This design comes from an exercise in tuning for small area and a short achievable clock period on the open sky130 flow, not from production work. Function was not checked in any run shown here: the RTL went through the layout flow alone.

==> flow/design.v (outline; a module is shown in full before it is edited, if it fits) <==
// module mul_pipe: 99 lines
// module unpack: 11 lines
// module expcmp: 12 lines
// module pairsum: 10 lines
// module normpack: 27 lines
// module mul_lo: 580 lines
// module mul_hi: 1076 lines
module mul_pipe(clk, reset, X1, X2, X3, X4, Y1, Y2, Y3, Y4, ans);
  // ...
==> flow/run.sh <==
#!/bin/bash
# synth_recipe.tcl (not shown) runs the flow's synth.tcl, then flattens the netlist and writes it again
# the make line also repeats each setting of config.mk as NAME=value (left out here)
make -C /OpenROAD-flow-scripts/flow DESIGN_CONFIG=/design/flow/config.mk WORK_HOME=/design/flow/orfs CLKGATE_MAP_FILE= SYNTH_SCRIPT=/design/flow/synth_recipe.tcl finish
==> flow/config.mk <==
export PLATFORM = sky130hd
export DESIGN_NAME = mul_pipe
export DESIGN_NICKNAME = mul_pipe
export VERILOG_FILES = /design/flow/design.v
export SDC_FILE = /design/flow/constraint.sdc
export NUM_CORES = 4
export LEC_CHECK = 0
export CAP_MARGIN = 20
export CORE_MARGIN = 2
export CORE_UTILIZATION = 40
export PLACE_DENSITY = 0.6
export SETUP_SLACK_MARGIN = 3.5
export SLEW_MARGIN = 20
==> flow/constraint.sdc <==
create_clock -name core_clock -period 11.0 [get_ports {clk}]
set_input_delay 2.2000 -clock core_clock [delete_from_list [all_inputs] [get_ports {clk}]]
set_output_delay 2.2000 -clock core_clock [all_outputs]
set_load 0.01 [all_outputs]
==> summary.txt, run 1 <==
Global route
  • Largest net degree at the start of global routing: 82
  • Initial antenna violation count: 27
  • Remaining Overflow, GRT: 0

Die
  • X dimension of the die: 554 um
  • Y dimension of the die: 554 um
  • Die footprint: 0.307 mm2

Run
  • Max Cap Violations: 0

Synth
  • Post-synthesis mux area share: 8.31%
  • Xor/xnor cell area share of the yosys netlist: 5.22%
  • Summed instance area of the synthesized netlist: 0.121 mm2
  • Post-synthesis compound-gate area fraction: 9.56%
  • Portion of the post-synthesis area used by sequential elements: 12.1%
  • Synthesized area divided by synthesized cell count: 9.05 um2
  • Post-synth top flop: sky130_fd_sc_hd__dfxtp_1
  • Async set-reset flop share out of synthesis: 8.25%
  • Fraction of post-synthesis cell area in the top cell type by area: 31.0%

Timing
  • PnR worst setup slack: 3310 ps
  • Slew HR: 21.8%
  • RSZ-0062 raised after global routing: true
  • Final slew viol count: 0
  • Fin crit share: 69.9%
  • # setup viols final: 0

Status
  • Result of the run: complete, no violations

Route
  • Drc violations: 0

Finish
  • Layout inverter count without the clock tree: 1935
  • Non-Clock Buffer Area Fraction: 5.18%
  • Multi-input combinational cell count: 10000
  • Final #Nets: 16400
  • Proportion of cell area spent on the clock network: 2.35%
  • FILL cells: 29100

Worst setup path
  • Cell breakdown of the critical path: nor2_4, o311ai_2, a211oi_2, o21ai_2, buf_4, nand3_1, a21boi_1, mux2i_1, mux2_4, a221oi_1, o211ai_1, nor4b_2, nand3_1, o31ai_4, buf_6, buf_6, buf_16, buf_4, mux2i_4, buf_2
  • Crit path buf inv count: 6
  • Cell at the slowest stage of the critical path: sky130_fd_sc_hd__dfrtp_2
  • Data required time of the critical path: 8800 ps
  • Endpoint of the lowest-slack register-to-register path: q3_s[47]$_DFF_P_

CTS
  • Buffer depth of the longest clock path: 4
  • Post-CTS sizing: 564

Place
  • Global placer's final weighted congestion: 1.01
  • Post-placement cell area: 0.128 mm2
==> run 2, diff against run 1 <==
==> flow/flow/run.sh (new file) <==
#!/bin/bash
# Standard ORFS layout with one extra step between synthesis and floorplan:
# flow/polopt.py removes the inverters that Yosys' full-adder extraction leaves
# between adder cells (full adders are self-dual), without changing the logic
# function or any register. Everything else is the standard flow.
set -euo pipefail
R=orfs/results/${FLOW_PLATFORM}/mul_pipe/base
bash standard.sh synth > synth.log 2>&1
cp $R/1_2_yosys.v yosys_netlist.v
python3 flow/polopt.py yosys_netlist.v polopt_netlist.v > polopt.log 2>&1
cp polopt_netlist.v $R/1_2_yosys.v
touch $R/1_2_yosys.v
rm -f $R/1_synth.odb
bash standard.sh > layout.log 2>&1
==> flow/flow/polopt.py (new file) <==
#!/usr/bin/env python3
"""Inverter clean-up for a Yosys gate netlist (sky130hd).

Full adders are self-dual: FA(~a,~b,~c) = (~sum, ~cout). Yosys' full-adder
extraction leaves many inverters between adder cells. This pass chooses, for
every fa cell, whether it computes in true or complemented polarity, so that
as few inverted nets as possible are needed, then rewires every pin that was
fed from an inverter chain and rebuilds one inverter per net whose
complement is still needed. The logic function of the netlist is unchanged.

usage: polopt.py IN.v OUT.v
"""
import re
import sys
from collections import defaultdict

INV_RE = re.compile(r'^sky130_fd_sc_hd__(inv|clkinv)_\d+$')
A_INV = 3.7536
AREA = {'and2_1': 6.256, 'nand2_1': 3.7536, 'and3_1': 6.256, 'nand3_1': 5.0048,
        'or2_1': 6.256, 'nor2_1': 3.7536, 'xor2_1': 8.7584, 'xnor2_1': 8.7584}
SWAP = {'and2_1': ('nand2_1', 'X', 'Y'), 'nand2_1': ('and2_1', 'Y', 'X'),
        'and3_1': ('nand3_1', 'X', 'Y'), 'nand3_1': ('and3_1', 'Y', 'X'),
        'or2_1': ('nor2_1', 'X', 'Y'), 'nor2_1': ('or2_1', 'Y', 'X'),
        'xor2_1': ('xnor2_1', 'X', 'Y'), 'xnor2_1': ('xor2_1', 'Y', 'X')}
OUT_PINS = {'X', 'Y', 'Q', 'Q_N', 'SUM', 'COUT', 'HI', 'LO'}
CELL_RE = re.compile(r'^  (sky130_fd_sc_hd__\w+) (\\\S+ |\S+) \($')
PIN_RE = re.compile(r'^    \.(\w+)\((.*)\),?$')


def parse(path):
    lines = open(path).read().split('\n')
    head, cells, tail = [], [], []
    i = 0
    while i < len(lines) and not CELL_RE.match(lines[i]):
        head.append(lines[i])
        i += 1
    while i < len(lines):
        m = CELL_RE.match(lines[i])
        if not m:
            break
        typ, name = m.group(1), m.group(2)
        pins = []
        i += 1
        while lines[i] != '  );':
            pm = PIN_RE.match(lines[i])
            assert pm, lines[i]
            pins.append([pm.group(1), pm.group(2)])
            i += 1
        i += 1
        cells.append({'type': typ, 'name': name, 'pins': pins})
    tail = lines[i:]
    # anything else (assign statements) must not appear between cells
    assert all(not l.strip().startswith('sky130') for l in tail)
    return head, cells, tail


def main(inp, outp):
    head, cells, tail = parse(inp)
    for l in tail:
        assert 'assign' not in l, l
    driver = {}          # net -> (cell index, pin)
    for ci, c in enumerate(cells):
        for p, n in c['pins']:
            if p in OUT_PINS:
                driver[n] = (ci, p)
    is_inv = [bool(INV_RE.match(c['type'])) for c in cells]
    is_fa = [c['type'].startswith('sky130_fd_sc_hd__fa_') for c in cells]

    def base_of(net):
        par = 0
        seen = 0
        while net in driver and is_inv[driver[net][0]]:
            c = cells[driver[net][0]]
            net = dict(c['pins'])['A']
            par ^= 1
            seen += 1
            assert seen < 100
        return net, par

    # consumers: every input pin of every non-inverter cell, plus output ports
    # (ports are handled by keeping nets: a port net driven by an inverter keeps it)
    port_nets = set()
    for l in head:
        m = re.match(r'^  output (?:\[(\d+):(\d+)\] )?(\S+);$', l)
        if m:
            if m.group(1):
                for k in range(int(m.group(2)), int(m.group(1)) + 1):
                    port_nets.add(f"{m.group(3)}[{k}]")
            else:
                port_nets.add(m.group(3))

    cons = []            # (cell index, pin index, base net, parity)
    for ci, c in enumerate(cells):
        if is_inv[ci]:
            continue
        for pi, (p, n) in enumerate(c['pins']):
            if p in OUT_PINS or p == 'CLK':
                continue
            b, par = base_of(n)
            cons.append((ci, pi, b, par))

    # inverters that drive ports must stay as they are (port name is the net)
    keep_inv = set()
    for n in port_nets:
        if n in driver and is_inv[driver[n][0]]:
            # keep whole chain
            net = n
            while net in driver and is_inv[driver[net][0]]:
                keep_inv.add(driver[net][0])
                net = dict(cells[driver[net][0]]['pins'])['A']

    keep_bases = set()
    for ci in keep_inv:
        keep_bases.add(dict(cells[ci]['pins'])['A'])
    flip = [0] * len(cells)
    # per base net: list of (consumer cell, parity)
    by_base = defaultdict(list)
    for (ci, pi, b, par) in cons:
        by_base[b].append((ci, par))

    def drv_flip(b):
        d = driver.get(b)
        return flip[d[0]] if d and is_fa[d[0]] else 0

    def swappable(b):
        d = driver.get(b)
        return d is not None and cells[d[0]]['type'][17:] in SWAP and b not in port_nets \
            and b not in keep_bases

    def wants(b):
        f = drv_flip(b)
        return set(par ^ (flip[ci] if is_fa[ci] else 0) ^ f for (ci, par) in by_base[b])

    def need_inv(b):
        w = wants(b)
        if 1 not in w:
            return 0.0
        if swappable(b) and 0 not in w:
            t = cells[driver[b][0]]['type'][17:]
            return min(A_INV, AREA[SWAP[t][0]] - AREA[t])
        return A_INV

    def need_true(b):
        f = drv_flip(b)
        for (ci, par) in by_base[b]:
            want = par ^ (flip[ci] if is_fa[ci] else 0) ^ f
            if not want:
                return 1
        return 0

    # nets touching each fa
    fa_nets = {}
    for ci, c in enumerate(cells):
        if is_fa[ci]:
            s = set()
            for p, n in c['pins']:
                if p in OUT_PINS:
                    s.add(n)
                else:
                    s.add(base_of(n)[0])
            fa_nets[ci] = s

    def local_cost(ci):
        return sum(need_inv(b) for b in fa_nets[ci])

    before = sum(need_inv(b) for b in by_base)
    # exact parity propagation over fa->fa edges (BFS), then greedy clean-up
    adj = defaultdict(list)
    for (ci, pi, b, par) in cons:
        if is_fa[ci]:
            d = driver.get(b)
            if d and is_fa[d[0]]:
                adj[ci].append((d[0], par))
                adj[d[0]].append((ci, par))
    seen = set()
    for root in fa_nets:
        if root in seen:
            continue
        comp = [root]
        seen.add(root)
        flip[root] = 0
        q = [root]
        while q:
            u = q.pop()
            for v, e in adj[u]:
                if v not in seen:
                    seen.add(v)
                    flip[v] = flip[u] ^ e
                    comp.append(v)
                    q.append(v)
        # choose the better global polarity of the component
        nets = set()
        for u in comp:
            nets |= fa_nets[u]
        c0 = sum(need_inv(b) for b in nets)
        for u in comp:
            flip[u] ^= 1
        c1 = sum(need_inv(b) for b in nets)
        if c0 <= c1:
            for u in comp:
                flip[u] ^= 1
    improved = True
    rounds = 0
    while improved and rounds < 50:
        improved = False
        rounds += 1
        for ci in fa_nets:
            c0 = local_cost(ci)
            flip[ci] ^= 1
            c1 = local_cost(ci)
            if c1 < c0 - 1e-9:
                improved = True
            else:
                flip[ci] ^= 1
    after = sum(need_inv(b) for b in by_base)
    nflip = sum(flip)

    # rewire
    inv_net = {}
    new_cells = []
    k = 0

    def inv_of(b):
        nonlocal k
        if b not in inv_net:
            k += 1
            nn = f"\\polinv_{k} "
            inv_net[b] = nn
            new_cells.append({'type': 'sky130_fd_sc_hd__inv_1', 'name': f"\\polinv_c{k} ",
                              'pins': [['A', b], ['Y', nn]]})
        return inv_net[b]

    swapped = set()
    for b in list(by_base):
        if swappable(b) and wants(b) == {1} and need_inv(b) < A_INV:
            ci = driver[b][0]
            t = cells[ci]['type'][17:]
            nt, op, np_ = SWAP[t]
            cells[ci]['type'] = 'sky130_fd_sc_hd__' + nt
            for pp in cells[ci]['pins']:
                if pp[0] == op:
                    pp[0] = np_
            swapped.add(b)
    for (ci, pi, b, par) in cons:
        want = par ^ (flip[ci] if is_fa[ci] else 0) ^ drv_flip(b)
        if b in swapped:
            want ^= 1
        cells[ci]['pins'][pi][1] = inv_of(b) if want else b
    # a flipped fa computes complemented outputs: nets keep their names and now
    # carry the complement, which the rewiring above already accounts for.
    # Port nets driven by flipped fa outputs need the true value back.
    for ci in fa_nets:
        if flip[ci]:
            for p, n in cells[ci]['pins']:
                if p in OUT_PINS and n in port_nets:
                    raise SystemExit(f"flipped fa drives port {n}")
    # drop inverters no longer used (all except kept chains)
    out_cells = [c for ci, c in enumerate(cells) if not is_inv[ci] or ci in keep_inv]
    # inverters kept for ports read their chain input: if that base is a flipped fa
    # output, make it read the true value
    for ci in keep_inv:
        c = cells[ci]
        a = dict(c['pins'])['A']
        if not (a in driver and is_inv[driver[a][0]]):
            if drv_flip(a):
                raise SystemExit("port inverter fed by flipped fa")
    out_cells += new_cells
    declared = set()
    decl = []
    for nn in inv_net.values():
        decl.append(f"  wire {nn};")
    # strip the old endmodule region: head holds declarations, tail holds endmodule
    with open(outp, 'w') as f:
        f.write('\n'.join(head) + '\n')
        f.write('\n'.join(decl) + '\n')
        for c in out_cells:
            f.write(f"  {c['type']} {c['name']} (\n")
            f.write(',\n'.join(f"    .{p}({n})" for p, n in c['pins']) + '\n')
            f.write("  );\n")
        f.write('\n'.join(tail) + '\n')
    ninv_before = sum(is_inv)
    ninv_after = len(new_cells) + len(keep_inv)
    sys.stderr.write(f"polopt: fa {len(fa_nets)}, flipped {nflip}, polarity cost {before:.0f} -> {after:.0f} um2, "
                     f"inverter cells {ninv_before} -> {ninv_after}, swapped gates {len(swapped)}\n")


if __name__ == '__main__':
    main(sys.argv[1], sys.argv[2])
==> flow/standard.sh (new file) <==
#!/bin/bash
# synth_recipe.tcl (not shown) runs the flow's synth.tcl, then flattens the netlist and writes it again
# the make line also repeats each setting of config.mk as NAME=value (left out here)
make -C /OpenROAD-flow-scripts/flow DESIGN_CONFIG=/design/flow/config.mk WORK_HOME=/design/flow/orfs CLKGATE_MAP_FILE= SYNTH_SCRIPT=/design/flow/synth_recipe.tcl "${@:-finish}"
--- a/flow/config.mk
+++ b/flow/config.mk
@@ -9,4 +9,4 @@
 export CORE_MARGIN = 2
-export CORE_UTILIZATION = 40
-export PLACE_DENSITY = 0.6
+export CORE_UTILIZATION = 55
+export PLACE_DENSITY = 0.7
 export SETUP_SLACK_MARGIN = 3.5
removed: flow/run.sh
==> summary.txt, run 2 <==
CTS
  • CTS tree: yes
  • Buffer depth of the longest clock path: 3 (-1)
  • Maximum level of the CTS H-tree: 3
  • Inserted Clock Buffers: 85
  • Latest clock arrival within the worst-skew pair: 770 ps
  • Clock-pin slew on the worst setup and hold paths: 80 ps
  • Clk sink count: 715
  • Clock Tree Root: sky130_fd_sc_hd__clkbuf_16

Finish
  • Core occupancy in the finished layout: 62.3%
  • Area of the multi-input gates: 0.0957 mm2
  • Final cell area excluding filler cells: 0.127 mm2
  • Most frequent cells in the layout: sky130_fd_sc_hd__nand2_1 (2358), sky130_fd_sc_hd__fa_1 (1842), sky130_fd_sc_hd__inv_1 (800)
  • Sequential cell area: 0.0148 mm2
  • Final #Nets: 15300 (-6.6%)
  • Share of final-layout standard cells stronger than drive strength 1: 13.4%
  • Area growth, synth to finish: 12.4%
  • Most common library cell in the layout ignoring fill and taps: sky130_fd_sc_hd__nand2_1
  • FILL cells: 16800 (-42%)
  • Largest registers: mag4 (50), q3_b (50), q3_s (50)

Worst setup path
  • Reg2Reg Depth: 28
  • Flop2flop setup slack: 3580 ps
  • Arr. time, crit path: 5510 ps
  • Dominant cell type by count on the critical path: sky130_fd_sc_hd__mux2i_1
  • Crit end category: output pin
  • Maximum fanout along the worst path: 8
  • Category of the worst setup path launch point: flip-flop
  • Endpoint of the lowest-slack register-to-register path: q3_s[47]$_DFF_P_
  • Delay of the slowest critical-path stage: 560 ps
  • CP delay by family, top: compound AO/OA/AOI/OAI gates
  • Data required time of the critical path: 8800 ps (about the same)
  • Critical Setup Path Class: flip-flop to output pin
  • Cell breakdown of the critical path: a221oi_2, o31a_1, o311ai_4, a211o_4, nor2_8, clkinvlp_4, buf_12, mux2i_1, a221o_1, nand2_2, o211ai_1, buf_4, o211a_1, nor4b_1, nand4_1, xor2_1, mux2i_1, clkdlybuf4s15_1
  • Cell at the slowest stage of the critical path: sky130_fd_sc_hd__dfrtp_1
  • Worst R2R Start: gt2_p$_DFF_P_
  • Crit path buf inv count: 4 (-2)

Route
  • Drt first pass iters: 8
  • Total Wirelength: 394000 um
  • DR iter-0 viols: 10600
  • Drc violations: 0 (unchanged)
  • Wire per inst: 26.0 um
  • Number of vias after detailed routing: 96500
  • Via-per-instance ratio: 6.37
  • Remaining antenna violation count after routing: 0

Global route
  • Grt met3 use: 10.8%
  • Most Crowded Layer GR: met2
  • Global-route total usage across every layer: 36.8%
  • GR met2 Demand/Resource: 56.9%
  • Largest net degree at the start of global routing: 79 (-3.7%)
  • Global routing met1 resource utilization: 47.5%
  • Via count of the first global-routing pass: 99000
  • Remaining Overflow, GRT: 0 (unchanged)
  • Initial antenna violation count: 21 (-22%)
  • Wire length of the first global-routing pass: 594000 um

Hold path
  • Worst hold start: e3[6]$_DFF_P_
  • Endpoint of the worst hold-timing path: e4[6]$_DFF_PP0_
  • Instance count along the most critical hold path: 0
  • Tightest Hold Check Type: flip-flop to flip-flop

Timing
  • Shortest period the worst path allows: 7710 ps
  • RSZ-0062 raised after global routing: true
  • Final slew viol count: 0 (unchanged)
  • Timing-limited maximum frequency: 130 MHz
  • PnR worst setup slack: 3290 ps (-21.2 ps)
  • Fin crit share: 70.1% (+0.19 points)
  • Endpoints failing hold: 0
  • # setup viols final: 0 (unchanged)
  • Post-route setup TNS: 0 ps
  • Pin slew with the least headroom to its limit: 1080 ps
  • Slew HR: 27.5% (+5.7 points)
  • Fin Clk Skew: 58.3 ps

Die
  • Initial core utilization: 55.4%
  • Y dimension of the die: 458 um (-17%)
  • Number of standard-cell rows in the floorplan: 166
  • Die footprint: 0.210 mm2 (-32%)
  • Number of placed I/O pins: 290
  • X dimension of the die: 458 um (-17%)
  • Core Footprint: 0.205 mm2

Synth
  • Summed instance area of the synthesized netlist: 0.113 mm2 (-6.3%)
  • Synthesized instance count: 12300
  • Synth Net Count: 15100
  • Synthesized area divided by synthesized cell count: 9.26 um2 (+2.3%)
  • Synth Warn #: 2

Place
  • I/O Buffers: 289
  • DP HPWL: 299000 um
  • Global placer's final weighted congestion: 1.04 (+3.5%)
  • Post-placement cell area: 0.118 mm2 (-7.3%)
  • Post-placement setup slack: 1540 ps

Run
  • Max Cap Violations: 0 (unchanged)

Status
  • Result of the run: complete, no violations
## run 2: routing by layer
metal	vias up	wire length, um
li1	41200	-
met4	22	24400
met3	1457	47800
met2	6177	175000
met1	47700	147000
met5	-	168
## run 2: worst reg2reg max path, delay by kind of cell (launching register included)
| family | cells | cell delay [ps] |
|---|---|---|
| multiplexers | 4 | 1450 |
| buffers and inverters | 4 | 540 |
| XOR/XNOR | 2 | 320 |
| AND/OR/NAND/NOR | 1 | 50 |
| flip-flops | 1 | 380 |
| adder cells (fa/ha/maj) | 2 | 720 |
| AO/OA/AOI/OAI | 15 | 3890 |
## run 2: layout make-up
cell class / count / share of cell area, %
Tap cell: 2688 / 2.64
Clock inverter: 47 / 0.420
Clock buffer: 104 / 1.78
Multi-Input combinational cell: 10000 / 75.0
Timing Repair Buffer: 738 / 6.07
Antenna cell: 6 / 0.0118
Sequential cell: 715 / 11.6
Timing Repair inverter: 3 / 0.0177
Inverter: 818 / 2.43
## run 2: worst max path at each step
stage | to | cells after the start | from
2_1_floorplan | q3_s[47]$_DFF_P_ | 28 | gt2_p$_DFF_P_
5_1_grt | ans[9] | 19 | mag4[8]$_DFF_PP0_
3_3_place_gp | l1_1[30]$_DFF_P_ | 23 | X1[16]
3_5_place_dp | l1_1[30]$_DFF_P_ | 23 | X1[16]
4_1_cts | ans[7] | 19 | mag4[1]$_DFF_PP0_
6_report | ans[9] | 18 | mag4[5]$_DFF_PP0_
## run 2: stage by stage
step	hold slack, ps	cells
5_1_grt	288	15100
2_1_floorplan	310	12300
3_3_place_gp	313	14700
6_report	275	15200
3_5_place_dp	312	14700
4_1_cts	283	15000
## run 2: timing repair
action,in CTS,in global routing
buffers inserted,135,95
resized for setup,598,533
gates cloned,27,27
setup endpoints to repair,143,161
hold buffers,0,0
pin swaps,84,112

## static timing again, ports no longer ideal
No port has a modelled driver above. Below, the same layouts with a new extraction and two added sets of constraints. Step 1, drivers: a clkbuf_16 drives clk and a buf_2 each remaining input, both assumed. Step 2, shift: input delay + t, output delay - t, t = (earliest + latest rising clock arrival at the registers) / 2. This alone moves slack from input paths to output paths. Slacks: ideal / step 1 / step 2; pairs: ideal / step 1.
run	t (ns)	setup WS [ns]	slew at the worst register clock pin (ns)	worst slew at a driven data input, ns
run 1	0.897	3.307 / 3.200 / 2.846	0.08 / 0.08	0.11
run 2	0.836	3.285 / 3.191 / 2.838	0.08 / 0.08	0.13
After both steps every run listed still meets setup and hold. The setup slack of run 1, which loses most, moves by -0.107 ns with the drivers and by -0.461 ns with both steps.
